Context: an optimization exercise on an open-source flow, tuned for small area. The choices shown serve that exercise and are no tape-out recipe.
At most, simulation tests tie the RTL to the original design; equivalence was not proved.
The flow treats the clock pin as an ideal source. Dropping or thinning the clock tree relies on that and would not hold on a real chip.
Power and IR drop assume default switching activity.

before:
==> flow/design.v <==
`timescale 1ns / 1ps
module matrix (
	input clk, rst,          
	input enable,
	input [3:0] in,          
	input [3:0] row,
	output buzzer,
	output [3:0] col,
	output [3:0] ctrl,
	output [7:0] segment
);
reg a0, a1, a2;
reg [2:0] c;
reg [9:0] h;
wire m4_0 = ~a1 & ~a0;
wire m4_2 = a1 & a0;
wire m4_3 = a1 & ~a0;
wire m5_4 = c[2] & ~c[1];
wire tick_disp = ~a2 & m4_3 & m5_4;
wire h_wrap = &h[9:5] & &h[2:0];
wire notstarted = &h[9:5] & h[3];
wire tick_sec = a2 & m4_3 & m5_4 & (h == 10'd499);
always @(posedge clk) begin
	if (rst) begin
		a0 <= 1'b0; a1 <= 1'b0; a2 <= 1'b0;
		c <= 3'b000;
		h <= 10'd1023;
	end
	else begin
		a0 <= ~a1;
		a1 <= a0;
		a2 <= a2 ^ m4_3;
		c <= {c[1:0], ~(c[2] | c[1])};
		if (tick_disp) begin
			if (h_wrap) h <= 10'd0;
			else h <= h + 10'd1;
		end
	end
end
wire [1:0] cidx = {a1, a1 ^ a0};
assign col = 4'b0001 << cidx;
reg [3:0] val;
always @(posedge clk) begin
	if (rst) val <= 4'h0;
	else if (row[0]) val <= {2'd0, cidx};
	else if (row[1]) val <= {2'd1, cidx};
	else if (row[2]) val <= {2'd2, cidx};
	else if (row[3]) val <= {2'd3, cidx};
end
reg [3:0] s0, s1, s2, s3;
reg buz, count;
reg decw;       
reg borrow;     
wire ld_any = tick_sec & ~enable;
wire ld0 = ld_any & (in == 4'b0001);
wire ld1 = ld_any & (in == 4'b0010);
wire ld2 = ld_any & (in == 4'b0100);
wire ld3 = ld_any & (in == 4'b1000);
wire arm = ld_any & ~(ld0 | ld1 | ld2 | ld3);
wire dec = tick_sec & enable & count;
wire zero = ({s3, s2, s1, s0} == 16'h0001);
wire active = dec | decw;
wire bin = dec | borrow;
wire [3:0] x = s0 - {3'b000, bin};
wire bout = (x == 4'd15);
wire [3:0] nv = bout ? (m4_0 ? 4'd5 : 4'd9) : x;
always @(posedge clk) begin
	s0 <= ld1 ? val : s1;
	s1 <= ld2 ? val : s2;
	s2 <= ld3 ? val : s3;
	if (notstarted) s3 <= 4'd0;
	else if (ld0) s3 <= val;
	else if (active) s3 <= nv;
	else s3 <= s0;
end
always @(posedge clk) begin
	decw <= dec | (decw & ~m4_2);
	borrow <= active & bout;
end
always @(posedge clk) begin
	if (rst) begin
		buz <= 1'b0;
		count <= 1'b0;
	end
	else if (arm) begin
		buz <= 1'b0;
		count <= 1'b1;
	end
	else if (dec & zero) begin
		buz <= 1'b1;
		count <= 1'b0;
	end
end
assign buzzer = buz;
reg [3:0] digit;
always @(*) begin
	case (h[1:0])
		2'b00: digit = s1;
		2'b01: digit = s2;
		2'b10: digit = s3;
		default: digit = s0;
	endcase
end
reg [3:0] sc;
always @(posedge clk) begin
	if (tick_disp && !(digit[3] && (digit[2] || digit[1]))) sc <= digit;
end
assign ctrl = notstarted ? 4'b1111 : ~(4'b0001 << h[1:0]);
wire w = sc[3], xx = sc[2], y = sc[1], z = sc[0];
wire sa = w | y | ~(xx ^ z);
wire sb = ~xx | ~(y ^ z);
wire sc_ = xx | ~y | z;
wire sd = w | (~xx & ~z) | (~xx & y) | (y & ~z) | (xx & ~y & z);
wire se = ~z & (~xx | y);
wire sf = w | (~y & ~z) | (xx & ~y) | (xx & ~z);
wire sg = w | (xx ^ y) | (y & ~z);
assign segment = notstarted ? 8'd0 : {sa, sb, sc_, sd, se, sf, sg, 1'b0};
endmodule
Settings: LEC_CHECK=0, ABC_AREA=1, CAP_MARGIN=20, CORE_MARGIN=2, CORE_UTILIZATION=40, SLEW_MARGIN=20; clock period 10.0 ns.
standard.sh (not shown) runs the stock make flow with config.mk's settings and CLKGATE_MAP_FILE= SYNTH_SCRIPT=/design/flow/synth_recipe.tcl, a recipe that flattens the netlist after the stock synthesis.
==> flow/flow/run.sh <==
#!/bin/bash
# Own layout flow: the standard ORFS flow (standard.sh), with these changes:
#  - synthesis maps with an area-oriented ABC script (flow/area.abc) and without
#    the adder-cell step; everything else in synthesis is ORFS's, unchanged, so the
#    registers are the standard synthesis's;
#  - the port buffers are buf_1 cells;
#  - the clock tree is built by flow/own_cts.tcl (a root buffer and three
#    leaf buffers) in place of TritonCTS; the rest of the CTS step is ORFS's.
# Each tool's output goes to the ORFS logs under orfs/logs/; make's to flow_make.log.
set -euo pipefail
W=$(pwd)
sed -e "s#log_cmd abc {\*}\$abc_args#set abc_args [list -script $W/flow/area.abc {*}\$lib_args {*}\$lib_dont_use_args]; log_cmd abc {*}\$abc_args#" \
	"$FLOW_HOME/scripts/synth.tcl" > "$W/own_synth.tcl"
grep -q "flow/area.abc" "$W/own_synth.tcl"
sed -e "s#source \$::env(SCRIPTS_DIR)/synth.tcl#source $W/own_synth.tcl#" \
	"$W/synth_recipe.tcl" > "$W/own_synth_recipe.tcl"
grep -q "own_synth.tcl" "$W/own_synth_recipe.tcl"
bash "$W/standard.sh" \
	SYNTH_SCRIPT="$W/own_synth_recipe.tcl" \
	ADDER_MAP_FILE= \
	BUFFER_PORTS_ARGS="-buffer_cell sky130_fd_sc_hd__buf_1" \
	PRE_CTS_TCL="$W/flow/own_cts.tcl" \
	finish > "$W/flow_make.log" 2>&1
==> flow/flow/own_cts.tcl <==
# Replaces TritonCTS with a two-level clock tree: the clock port drives one
# root clkbuf_1, which drives three leaf clkbuf_8; each leaf drives the
# flip-flops of one third of them (split by y), and sits at their centre.
# equal-count grid over the flip-flop positions, and sits at their centre.
rename clock_tree_synthesis __orig_clock_tree_synthesis
proc __cts_buf {block master name x y} {
  set inst [odb::dbInst_create $block $master $name]
  $inst setLocation $x $y
  $inst setPlacementStatus PLACED
  return $inst
}
proc __cts_split {items idx k} {
  set items [lsort -integer -index $idx $items]
  set n [llength $items]
  set out {}
  for {set i 0} {$i < $k} {incr i} {
    lappend out [lrange $items [expr {$i * $n / $k}] [expr {($i + 1) * $n / $k - 1}]]
  }
  return $out
}
proc clock_tree_synthesis {args} {
  set block [ord::get_db_block]
  set db [ord::get_db]
  set leaf_master [$db findMaster sky130_fd_sc_hd__clkbuf_8]
  set root_master [$db findMaster sky130_fd_sc_hd__clkbuf_1]
  set clk_net [$block findNet clk]
  $clk_net setSigType CLOCK
  set sinks {}
  foreach it [$clk_net getITerms] {
    set bb [[$it getInst] getBBox]
    lappend sinks [list $it [expr {([$bb xMin] + [$bb xMax]) / 2}] [expr {([$bb yMin] + [$bb yMax]) / 2}]]
  }
  set groups {}
  foreach col [__cts_split $sinks 1 1] {
    foreach cell [__cts_split $col 2 3] { lappend groups $cell }
  }
  set root_net [odb::dbNet_create $block clknet_root]
  $root_net setSigType CLOCK
  set cx 0; set cy 0; set k 0
  foreach g $groups {
    set sx 0; set sy 0
    set net [odb::dbNet_create $block clknet_leaf_$k]
    $net setSigType CLOCK
    foreach s $g {
      set it [lindex $s 0]
      set sx [expr {$sx + [lindex $s 1]}]
      set sy [expr {$sy + [lindex $s 2]}]
      $it disconnect
      $it connect $net
    }
    set x [expr {$sx / [llength $g]}]
    set y [expr {$sy / [llength $g]}]
    set b [__cts_buf $block $leaf_master clkbuf_leaf_$k $x $y]
    [$b findITerm A] connect $root_net
    [$b findITerm X] connect $net
    set cx [expr {$cx + $x}]; set cy [expr {$cy + $y}]
    incr k
  }
  set r [__cts_buf $block $root_master clkbuf_root [expr {$cx / $k}] [expr {$cy / $k}]]
  [$r findITerm A] connect $clk_net
  [$r findITerm X] connect $root_net
  puts "own CTS: root sky130_fd_sc_hd__clkbuf_1, $k leaves sky130_fd_sc_hd__clkbuf_8, [llength $sinks] clock pins"
}
Other scripts of this flow, unchanged in this note and not shown: flow/flow/area.abc
The inputs of after differ from those of before as listed below.
-- flow/flow/own_cts.tcl --
<<< before, line 2
# root clkbuf_1, which drives three leaf clkbuf_8; each leaf drives the
# flip-flops of one third of them (split by y), and sits at their centre.
# equal-count grid over the flip-flop positions, and sits at their centre.
rename clock_tree_synthesis __orig_clock_tree_synthesis
proc __cts_buf {block master name x y} {
>>> after, line 2
# root clkbuf_1, which drives three leaf clkbuf_8; each leaf drives the
# flip-flops of one third of them (split by y), and sits at their centre.
rename clock_tree_synthesis __orig_clock_tree_synthesis
proc __cts_buf {block master name x y} {
==> summary.txt <==
after reached the end of the flow, and the finished layout is clean on the timing, design-rule and antenna checks. Comparing before against after, there is no change at all in power. Diff before -> after: design area closely matched the old numbers, fraction of the cycle the final worst path needs closely matched the old numbers, worst hold slack across all endpoints closely matched the old numbers, net count after synthesis closely matched the old numbers. As far as total inserted antenna cells is concerned, after and before perform about the same.
In every run of this note, the design's own scripts or RTL, not TritonCTS, make the clock network.

---

// matrix: RTL as listed in full above, without the edits since
==> flow/config.mk <==
export PLATFORM = sky130hd
export DESIGN_NAME = matrix
export DESIGN_NICKNAME = matrix
export VERILOG_FILES = /design/flow/design.v
export SDC_FILE = /design/flow/constraint.sdc
export NUM_CORES = 4
export LEC_CHECK = 0
export ABC_AREA = 1
export CAP_MARGIN = 20
export CORE_MARGIN = 2
export CORE_UTILIZATION = 40
export SLEW_MARGIN = 20
==> flow/constraint.sdc <==
create_clock -name core_clock -period 10.0 [get_ports {clk}]
set_input_delay 2.0000 -clock core_clock [delete_from_list [all_inputs] [get_ports {clk}]]
set_output_delay 2.0000 -clock core_clock [all_outputs]
set_load 0.01 [all_outputs]
==> flow/flow/run.sh <==
#!/bin/bash
# Own layout flow: the standard ORFS flow (standard.sh), with these changes:
#  - synthesis maps with an area-oriented ABC script (flow/area.abc, run with
#    several seeds by flow/own_abc.tcl, keeping the smallest result) and without
#    the adder-cell step; everything else in synthesis is ORFS's, unchanged, so
#    the registers are the standard synthesis's;
#  - the port buffers are buf_1 cells;
#  - the clock tree is built by flow/own_cts.tcl (a root buffer and three
#    leaf buffers) in place of TritonCTS; the rest of the CTS step is ORFS's.
# Each tool's output goes to the ORFS logs under orfs/logs/; make's to flow_make.log.
set -euo pipefail
W=$(pwd)
sed -e "s#log_cmd abc {\*}\$abc_args#own_abc_best#" \
	"$FLOW_HOME/scripts/synth.tcl" > "$W/own_synth.tcl"
grep -q "own_abc_best" "$W/own_synth.tcl"
sed -e "s#source \$::env(SCRIPTS_DIR)/synth.tcl#source $W/flow/own_abc.tcl; source $W/own_synth.tcl#" \
	"$W/synth_recipe.tcl" > "$W/own_synth_recipe.tcl"
grep -q "own_synth.tcl" "$W/own_synth_recipe.tcl"
bash "$W/standard.sh" \
	SYNTH_SCRIPT="$W/own_synth_recipe.tcl" \
	ADDER_MAP_FILE= \
	BUFFER_PORTS_ARGS="-buffer_cell sky130_fd_sc_hd__buf_1" \
	PRE_CTS_TCL="$W/flow/own_cts.tcl" \
	finish > "$W/flow_make.log" 2>&1
==> flow/flow/own_abc.tcl <==
# Area-oriented technology mapping for the own flow. ABC's &deepsyn is a
# randomised search, so the mapping (flow/area.abc) is run with several seeds
# and the smallest mapped netlist is kept. Only the combinational logic
# changes: the flip-flops are already mapped when this runs.
set ::own_abc_dir [file dirname [file normalize [info script]]]
proc own_abc_area {} {
  global lib_args
  set r [tee -q -s result.string stat {*}$lib_args]
  if { ![regexp {Chip area for module[^:]*:\s*([0-9.]+)} $r -> a] } {
    error "own_abc_area: no chip area in stat output"
  }
  return $a
}
proc own_abc_best {} {
  global lib_args lib_dont_use_args
  set template [read [open [file join $::own_abc_dir area.abc]]]
  design -save own_pre_abc
  set best ""
  foreach seed {0 1 2 3 4 5 6 7 8 9 10 11 12 13 14 15} {
    set script [file join $::env(OBJECTS_DIR) own_area_seed$seed.abc]
    set f [open $script w]
    puts -nonewline $f [string map [list "&deepsyn -T 30" "&deepsyn -T 30 -S $seed"] $template]
    close $f
    design -load own_pre_abc
    log_cmd abc -script $script {*}$lib_args {*}$lib_dont_use_args
    set a [own_abc_area]
    puts "own_abc: seed $seed area $a"
    if { $best eq "" || $a < $best } {
      set best $a
      design -save own_best_abc
    }
  }
  design -load own_best_abc
  puts "own_abc: kept area $best"
}
==> flow/flow/own_cts.tcl <==
rename clock_tree_synthesis __orig_clock_tree_synthesis
proc __cts_buf {block master name x y} {
  set inst [odb::dbInst_create $block $master $name]
  $inst setLocation $x $y
  $inst setPlacementStatus PLACED
  return $inst
}
proc __cts_split {items idx k} {
  set items [lsort -integer -index $idx $items]
  set n [llength $items]
  set out {}
  for {set i 0} {$i < $k} {incr i} {
    lappend out [lrange $items [expr {$i * $n / $k}] [expr {($i + 1) * $n / $k - 1}]]
  }
  return $out
}
proc clock_tree_synthesis {args} {
  set block [ord::get_db_block]
  set db [ord::get_db]
  set leaf_master [$db findMaster sky130_fd_sc_hd__clkbuf_8]
  set clk_net [$block findNet clk]
  $clk_net setSigType CLOCK
  set sinks {}
  foreach it [$clk_net getITerms] {
    set bb [[$it getInst] getBBox]
    lappend sinks [list $it [expr {([$bb xMin] + [$bb xMax]) / 2}] [expr {([$bb yMin] + [$bb yMax]) / 2}]]
  }
  set groups {}
  foreach col [__cts_split $sinks 1 1] {
    foreach cell [__cts_split $col 2 3] { lappend groups $cell }
  }
  set k 0
  foreach g $groups {
    set sx 0; set sy 0
    set net [odb::dbNet_create $block clknet_leaf_$k]
    $net setSigType CLOCK
    foreach s $g {
      set it [lindex $s 0]
      set sx [expr {$sx + [lindex $s 1]}]
      set sy [expr {$sy + [lindex $s 2]}]
      $it disconnect
      $it connect $net
    }
    set x [expr {$sx / [llength $g]}]
    set y [expr {$sy / [llength $g]}]
    set b [__cts_buf $block $leaf_master clkbuf_leaf_$k $x $y]
    [$b findITerm A] connect $clk_net
    [$b findITerm X] connect $net
    incr k
  }
  puts "own CTS: $k clkbuf_8 on the clock port, [llength $sinks] clock pins"
}
Other scripts of this flow, unchanged in this note and not shown: flow/flow/area.abc
==> next run, changes <==
--- a/flow/flow/own_abc.tcl
+++ b/flow/flow/own_abc.tcl
@@ -17,5 +17,5 @@
   design -save own_pre_abc
   set best ""
-  foreach seed {0 1 2 3 4 5 6 7 8 9 10 11 12 13 14 15} {
+  foreach seed {0 1 2 3 4 5 6 7} {
     set script [file join $::env(OBJECTS_DIR) own_area_seed$seed.abc]
     set f [open $script w]
After rerunning:
- die area is unchanged
- maximum frequency stays the same
- hold slack is unchanged
- global-route usage stays the same
- utilization does not change
- first-iteration DRC count is unchanged
- synthesized area is unchanged
==> next run, changes <==
--- a/flow/flow/own_cts.tcl
+++ b/flow/flow/own_cts.tcl
@@ -18,5 +18,5 @@
   set block [ord::get_db_block]
   set db [ord::get_db]
-  set leaf_master [$db findMaster sky130_fd_sc_hd__clkbuf_8]
+  set leaf_master [$db findMaster sky130_fd_sc_hd__clkbuf_4]
   set clk_net [$block findNet clk]
   $clk_net setSigType CLOCK
@@ -27,6 +27,6 @@
   }
   set groups {}
-  foreach col [__cts_split $sinks 1 1] {
-    foreach cell [__cts_split $col 2 3] { lappend groups $cell }
+  foreach col [__cts_split $sinks 1 2] {
+    foreach cell [__cts_split $col 2 2] { lappend groups $cell }
   }
   set k 0
@@ -49,4 +49,4 @@
     incr k
   }
-  puts "own CTS: $k clkbuf_8 on the clock port, [llength $sinks] clock pins"
+  puts "own CTS: $k clkbuf_4 on the clock port, [llength $sinks] clock pins"
 }
What happened: Wire length climbs by 1.3%. Global-route usage is higher by 0.17 points. Register-to-register slack gets worse by 0.05 ns. First-iteration DRC count decreases by about 14%. Power went down by 3.5%.
No run of this note takes its clock network from TritonCTS; it comes from the design's own scripts or RTL.

---

Another version of the RTL of matrix (not shown whole).
Size: about 290 cells after synthesis, roughly 42 flip-flops, ~28 I/O pins, ~2100 um^2 of cells after synthesis.
Settings: LEC_CHECK=0, ABC_AREA=1, CAP_MARGIN=20, CORE_MARGIN=2, CORE_UTILIZATION=40, SLEW_MARGIN=20; clock period 10.0 ns.
==> flow/flow/run.sh <==
#!/bin/bash
# Own layout flow: the standard ORFS flow (standard.sh), with these changes:
#  - synthesis maps with an area-oriented ABC script (flow/area.abc) and without
#    the adder-cell step; everything else in synthesis is ORFS's, unchanged, so the
#    registers are the standard synthesis's;
#  - the port buffers are buf_1 cells;
#  - CTS uses the arguments in flow/cts_args (no dummy loads).
# Each tool's output goes to the ORFS logs under orfs/logs/; make's to flow_make.log.
set -euo pipefail
W=$(pwd)
sed -e "s#log_cmd abc {\*}\$abc_args#set abc_args [list -script $W/flow/area.abc {*}\$lib_args {*}\$lib_dont_use_args]; log_cmd abc {*}\$abc_args#" \
	"$FLOW_HOME/scripts/synth.tcl" > "$W/own_synth.tcl"
grep -q "flow/area.abc" "$W/own_synth.tcl"
sed -e "s#source \$::env(SCRIPTS_DIR)/synth.tcl#source $W/own_synth.tcl#" \
	"$W/synth_recipe.tcl" > "$W/own_synth_recipe.tcl"
grep -q "own_synth.tcl" "$W/own_synth_recipe.tcl"
bash "$W/standard.sh" \
	SYNTH_SCRIPT="$W/own_synth_recipe.tcl" \
	ADDER_MAP_FILE= \
	BUFFER_PORTS_ARGS="-buffer_cell sky130_fd_sc_hd__buf_1" \
	CTS_ARGS="$(cat "$W/flow/cts_args")" \
	finish > "$W/flow_make.log" 2>&1
==> flow/flow/area.abc <==
strash
&get -n
&deepsyn -T 30
&put
dch -f
amap
topo
==> flow/flow/cts_args <==
-sink_clustering_enable -sink_clustering_size 50 -sink_clustering_max_diameter 500 -buf_list {sky130_fd_sc_hd__clkbuf_4 sky130_fd_sc_hd__clkbuf_8} -repair_clock_nets -dont_use_dummy_load
==> next run, changes <==
==> flow/flow/run.sh (replaced) <==
#!/bin/bash
# Own layout flow: the standard ORFS flow, with three changes:
#  - synthesis maps with an area-oriented ABC script (flow/area.abc) instead of
#    ORFS's; everything before and after ABC is ORFS's synthesis unchanged, so the
#    registers are the standard synthesis's;
#  - the port buffers are buf_1 cells;
#  - CTS inserts no dummy loads.
set -euo pipefail
W=$(pwd)
# ORFS synth.tcl with only the ABC script swapped
sed -e "s#log_cmd abc {\*}\$abc_args#lset abc_args 1 $W/flow/area.abc; log_cmd abc {*}\$abc_args#" \
	"$FLOW_HOME/scripts/synth.tcl" > "$W/own_synth.tcl"
grep -q "flow/area.abc" "$W/own_synth.tcl"
sed -e "s#source \$::env(SCRIPTS_DIR)/synth.tcl#source $W/own_synth.tcl#" \
	"$W/synth_recipe.tcl" > "$W/own_synth_recipe.tcl"
grep -q "own_synth.tcl" "$W/own_synth_recipe.tcl"
CTS="-sink_clustering_enable -repair_clock_nets -dont_use_dummy_load"
if [[ -f "$W/flow/cts_args" ]]; then CTS=$(cat "$W/flow/cts_args"); fi
bash "$W/standard.sh" \
	SYNTH_SCRIPT="$W/own_synth_recipe.tcl" \
	BUFFER_PORTS_ARGS="-buffer_cell sky130_fd_sc_hd__buf_1" \
	CTS_ARGS="$CTS" \
	finish > "$W/flow_make.log" 2>&1
removed: flow/flow/cts_args
Outcome: Setup slack loses 0.18 ns. Wire length came out higher by 1.5%. Combinational power came out higher by about 8%. Synthesized area came out higher by 8.1%. Via count came out higher by 1.8%.
==> next run, changes <==
==> flow/flow/run.sh (replaced) <==
#!/bin/bash
# Own layout flow: the standard ORFS flow (standard.sh), with these changes:
#  - synthesis maps with an area-oriented ABC script (flow/area.abc) and without
#    the adder-cell step; everything else in synthesis is ORFS's, unchanged, so the
#    registers are the standard synthesis's;
#  - the port buffers are buf_1 cells;
#  - CTS uses the arguments in flow/cts_args (no dummy loads).
# Each tool's output goes to the ORFS logs under orfs/logs/; make's to flow_make.log.
set -euo pipefail
W=$(pwd)
sed -e "s#log_cmd abc {\*}\$abc_args#set abc_args [list -script $W/flow/area.abc {*}\$lib_args {*}\$lib_dont_use_args]; log_cmd abc {*}\$abc_args#" \
	"$FLOW_HOME/scripts/synth.tcl" > "$W/own_synth.tcl"
grep -q "flow/area.abc" "$W/own_synth.tcl"
sed -e "s#source \$::env(SCRIPTS_DIR)/synth.tcl#source $W/own_synth.tcl#" \
	"$W/synth_recipe.tcl" > "$W/own_synth_recipe.tcl"
grep -q "own_synth.tcl" "$W/own_synth_recipe.tcl"
bash "$W/standard.sh" \
	SYNTH_SCRIPT="$W/own_synth_recipe.tcl" \
	ADDER_MAP_FILE= \
	BUFFER_PORTS_ARGS="-buffer_cell sky130_fd_sc_hd__buf_1" \
	CTS_ARGS="$(cat "$W/flow/cts_args")" \
	finish > "$W/flow_make.log" 2>&1
==> flow/flow/cts_args (new file) <==
-sink_clustering_enable -repair_clock_nets -dont_use_dummy_load
Outcome:
- synthesized cell count goes up by 3.6%
- global-route usage increases by 2.1 points
- area after synthesis falls by about 7.5%
- register-to-register slack improved by 0.38 ns
- via count decreases by 1.8%
- sequential power barely changes
- cell count is higher by 2.1%
Function was not checked in any run of this note: the RTL went through the layout flow alone.

==> afterwards: timing with drivers on the ports <==
How much do the figures lean on ideal ports? The routed layouts below were timed once more, with nothing changed but the port constraints.
Step 1 (the two cells are an assumption about what drives the block):
set clk [get_ports {clk}]
set_driving_cell -lib_cell sky130_fd_sc_hd__clkbuf_16 $clk
set_driving_cell -lib_cell sky130_fd_sc_hd__buf_2 [delete_from_list [all_inputs] $clk]
Step 2 times the ports against the registers' clock, not the clock port: input delays grow and output delays shrink by t, the midpoint of the rising clock arrivals with the driver on.
Three values: ideal ports, drivers, drivers and shift; two values: the first two.
| run | t, ns | slack for setup (ns) | hold slack, ns | latest minus earliest clock arrival (ns) | worst register clock-pin slew, ns |
|---|---|---|---|---|---|
| before | 0.477 | 5.724 / 5.702 / 6.090 | 0.438 / 0.438 / 0.438 | 0.009 / 0.009 | 0.10 / 0.10 |
| after | 0.477 | 5.724 / 5.702 / 6.090 | 0.438 / 0.438 / 0.438 | 0.009 / 0.009 | 0.10 / 0.10 |
| the first run of note 2 | 0.192 | 6.078 / 6.035 / 6.227 | 0.431 / 0.431 / 0.431 | 0.008 / 0.007 | 0.10 / 0.10 |
| the second run of note 2 | 0.192 | 6.078 / 6.035 / 6.227 | 0.431 / 0.431 / 0.431 | 0.008 / 0.007 | 0.10 / 0.10 |
| the third run of note 2 | 0.212 | 6.008 / 5.963 / 6.176 | 0.434 / 0.434 / 0.434 | 0.013 / 0.013 | 0.12 / 0.12 |
| the first run of note 3 | 0.315 | 6.380 / 6.351 / 6.121 | 0.423 / 0.423 / 0.423 | 0.013 / 0.012 | 0.08 / 0.08 |
| the second run of note 3 | 0.315 | 6.202 / 6.202 / 6.202 | 0.440 / 0.440 / 0.440 | 0.018 / 0.018 | 0.08 / 0.08 |
| the third run of note 3 | 0.315 | 6.380 / 6.351 / 6.121 | 0.423 / 0.423 / 0.423 | 0.013 / 0.012 | 0.08 / 0.08 |
After both steps every run listed still meets setup and hold.
